What follows belongs to an exercise in optimizing a design on an open flow for small area, a short achievable clock period and few clock cycles; a production flow would make more cautious choices. Only simulation tests tie the RTL to the original design; equivalence was not proved.

Setup of v6:
Design nn_image_top, start of the top module:
module nn_image_top #(
 parameter int IMG_W = 8,
 parameter int IMG_H = 8
)(
 input logic clk,
 input logic rst,
 input logic in_valid,
 input logic signed [8:0] in_pixel,
 input logic signed [7:0] k00, k01, k02,
 input logic signed [7:0] k10, k11, k12,
 input logic signed [7:0] k20, k21, k22,
 input logic signed [7:0] bias,
 input logic signed [7:0] scale,
 input logic signed [7:0] offset,
 input logic signed [7:0] w0,
 input logic signed [7:0] w1,
 input logic signed [7:0] w2,
 output logic out_valid,
 output logic signed [21:0] conv_result,
 output logic signed [21:0] norm_result,
 output logic signed [39:0] acc0,
 output logic signed [39:0] acc1,
 output logic signed [39:0] acc2,
 output logic [2:0] out_x,
 output logic [2:0] out_y
);
==> flow/config.mk <==
export PLATFORM = sky130hd
export DESIGN_NAME = nn_image_top
export DESIGN_NICKNAME = nn_image_top
export VERILOG_FILES = /design/flow/design.v
export SDC_FILE = /design/flow/constraint.sdc
export NUM_CORES = 4
export LEC_CHECK = 0
export CAP_MARGIN = 20
export CORE_MARGIN = 2
export CORE_UTILIZATION = 62
export CTS_CLUSTER_DIAMETER = 100
export CTS_CLUSTER_SIZE = 20
export PLACE_DENSITY = 0.72
export SLEW_MARGIN = 20
export SYNTH_HIERARCHICAL = 1
==> flow/constraint.sdc <==
create_clock -name core_clock -period 12.0 [get_ports {clk}]
set_input_delay 2.4000 -clock core_clock [delete_from_list [all_inputs] [get_ports {clk}]]
set_output_delay 2.4000 -clock core_clock [all_outputs]
set_load 0.01 [all_outputs]
standard.sh (not shown) runs the stock make flow with config.mk's settings and CLKGATE_MAP_FILE= SYNTH_SCRIPT=/design/flow/synth_recipe.tcl, a recipe that flattens the netlist after the stock synthesis.
==> flow/flow/run.sh <==
#!/bin/bash
# Own layout flow: the standard ORFS flow (standard.sh), with these changes to how the
# layout is made, none to the design's constraints (clock period, I/O delays, loads):
#  1. synthesis maps logic with ORFS's ABC speed script minus its final buffer/upsize/dnsize
#     steps (the registers are exactly the standard synthesis's; only gate sizes differ);
#  2. the port buffers that ORFS inserts at global placement are buf_1 cells (timing repair
#     then sizes them up where needed);
#  3. repair_timing works on every path slower than about 3.5 ns (SETUP_SLACK_MARGIN),
#     not only on paths that miss the 12 ns clock.
# Each tool's output goes to a log file in this folder.
set -euo pipefail
W=$(pwd)
mkdir -p "$W/scripts_mod"
cp -r "$FLOW_HOME/scripts/." "$W/scripts_mod/"
sed -i -e '/^buffer -c$/d' -e '/^upsize -c$/d' -e '/^dnsize -c$/d' "$W/scripts_mod/abc_speed.script"
SCRIPTS_DIR="$W/scripts_mod" bash standard.sh synth > "$W/synth.log" 2>&1
SETUP_SLACK_MARGIN=8.5 BUFFER_PORTS_ARGS="-buffer_cell sky130_fd_sc_hd__buf_1" bash standard.sh > "$W/layout.log" 2>&1
test -f "$W/out/final.def"
Looking at the reports, v6 completed the entire flow and the layout it produced met the timing, design-rule and antenna checks.
Testbench counts of v6, summed over its fixed seeds: cycles 8,256.
Setup changes, v6 to v7
--- a/flow/design.v
+++ b/flow/design.v
@@ -5548,47 +5548,61 @@
  always_ff @(posedge clk) begin
   conv_q <= conv_sum;
   norm_q <= norm_t[27] ? 21'd0 : norm_t[26:6];
   conv_d[0] <= conv_q;
   for (int i = 1; i < 4; i++) conv_d[i] <= conv_d[i-1];
   norm_d[0] <= norm_q;
   for (int i = 1; i < 2; i++) norm_d[i] <= norm_d[i-1];
  end
  logic [28:0] a0_q, a1_q, a2_q;
  logic a0_s, a1_s, a2_s, a0_e, a1_e, a2_e, a0_t, a1_t, a2_t;
+ logic ws2_0, ws2_1, ws2_2, ws3_0, ws3_1, ws3_2;
+ logic a0_u, a1_u, a2_u, a0_f, a1_f, a2_f, a0_v, a1_v, a2_v, a0_x, a1_x, a2_x;
  logic ov;
  logic [2:0] ox, oy;
  always_ff @(posedge clk) begin
   a0_q <= fc_sum0; a1_q <= fc_sum1; a2_q <= fc_sum2;
   a0_s <= (|norm_d[0]) & wb0_neg[3]; a1_s <= (|norm_d[0]) & wb1_neg[3]; a2_s <= (|norm_d[0]) & wb2_neg[3];
   a0_e <= (|norm_q) & wb0_neg[3]; a1_e <= (|norm_q) & wb1_neg[3]; a2_e <= (|norm_q) & wb2_neg[3];
   a0_t <= a0_e; a1_t <= a1_e; a2_t <= a2_e;
+  ws2_0 <= wb0_neg[3]; ws3_0 <= ws2_0;
+  a0_u <= (|norm_d[0]) & ws2_0;
+  a0_f <= (|norm_q) & ws2_0; a0_v <= a0_f;
+  a0_x <= (|norm_d[0]) & ws3_0;
+  ws2_1 <= wb1_neg[3]; ws3_1 <= ws2_1;
+  a1_u <= (|norm_d[0]) & ws2_1;
+  a1_f <= (|norm_q) & ws2_1; a1_v <= a1_f;
+  a1_x <= (|norm_d[0]) & ws3_1;
+  ws2_2 <= wb2_neg[3]; ws3_2 <= ws2_2;
+  a2_u <= (|norm_d[0]) & ws2_2;
+  a2_f <= (|norm_q) & ws2_2; a2_v <= a2_f;
+  a2_x <= (|norm_d[0]) & ws3_2;
   ov <= vp[5] & ~rst_q & ~rst;
  end
  always_ff @(posedge clk) begin
   if (rst_q) begin
    ox <= '0; oy <= '0;
   end else if (ov) begin
    if (ox == 3'd5) begin
     ox <= '0;
     oy <= (oy == 3'd5) ? 3'd0 : oy + 3'd1;
    end else ox <= ox + 3'd1;
   end
  end
  assign out_valid = ov;
  assign out_x = ox;
  assign out_y = oy;
  assign conv_result = {conv_d[3][20], conv_d[3]};
  assign norm_result = {1'b0, norm_d[1]};
- assign acc0 = {{4{a0_t}}, {4{a0_s}}, {3{a0_q[28]}}, a0_q};
- assign acc1 = {{4{a1_t}}, {4{a1_s}}, {3{a1_q[28]}}, a1_q};
- assign acc2 = {{4{a2_t}}, {4{a2_s}}, {3{a2_q[28]}}, a2_q};
+ assign acc0 = {{2{a0_x}}, {2{a0_v}}, {2{a0_u}}, {2{a0_t}}, {2{a0_s}}, a0_q[28], a0_q};
+ assign acc1 = {{2{a1_x}}, {2{a1_v}}, {2{a1_u}}, {2{a1_t}}, {2{a1_s}}, a1_q[28], a1_q};
+ assign acc2 = {{2{a2_x}}, {2{a2_v}}, {2{a2_u}}, {2{a2_t}}, {2{a2_s}}, a2_q[28], a2_q};
 endmodule
 module nn_fa (input logic a, b, c, output logic s, co);
  assign s = a ^ b ^ c;
  assign co = (a & b) | (a & c) | (b & c);
 endmodule
 module nn_bsel (input logic one, two, neg, a, b, output logic e);
  assign e = ((one & a) | (two & b)) ^ neg;
 endmodule
 module nn_bseln (input logic one, two, neg, a, b, output logic e);
  assign e = ~(((one & a) | (two & b)) ^ neg);
Notes after the runs:
v7: PASS, flow complete, no timing, DRC or antenna violations. On v7: count of cells resized by post-cts repair is about 17% higher than what v6 gave. Higher total non-filler cell area in the finished layout was reported by v7, not v6. On area share of xor/xnor cells in the synthesized design, v7 and v6 are neck and neck. Higher delay of the slowest cell on the worst path was reported by v6, not v7. Delta (v7 minus v6): first-pass GRT wire length up 2.7%; distinct cell type count after synthesis picked up an extra about 3.4%; total of clock buffers placed in the layout shows an increase of 2.7%. The higher detailed-route wire length per cell of v7 and v6 is in v7. met5 as the top routing layer in use was reported by v6, and met4 by v7. Going from v6 to v7, die area grew slightly. Comparing v7 and v6, the higher non-clock buffer count is on v6. The final standard cell count with taps included and fillers excluded of v7 exceeds that of v6 by 1.5%. On v7: share of layout cells above drive strength 1 is 0.38 points higher than what v6 gave.
Testbench counts of v7, summed over its fixed seeds: cycles 8,256.

## static timing again, ports no longer ideal
No port has a modelled driver above. Below, the same layouts with a new extraction and two added sets of constraints.
Step 1, drivers: a clkbuf_16 drives clk and a buf_2 each remaining input, both assumed.
Step 2, shift: input delay + t, output delay - t, t = (earliest + latest rising clock arrival at the registers) / 2. This alone moves slack from input paths to output paths.
Three values: ideal ports, drivers, drivers and shift; two values: the first two.
run	shift t [ns]	slack for setup (ns)	worst setup path after step 2	clock arrival spread, ns	cell pins on the clock port's net
v6	0.700	8.467 / 8.396 / 8.649	register to register	0.037 / 0.037	1
v7	0.708	8.459 / 8.395 / 8.596	register to register	0.029 / 0.029	1
After both steps every run listed still meets setup and hold.
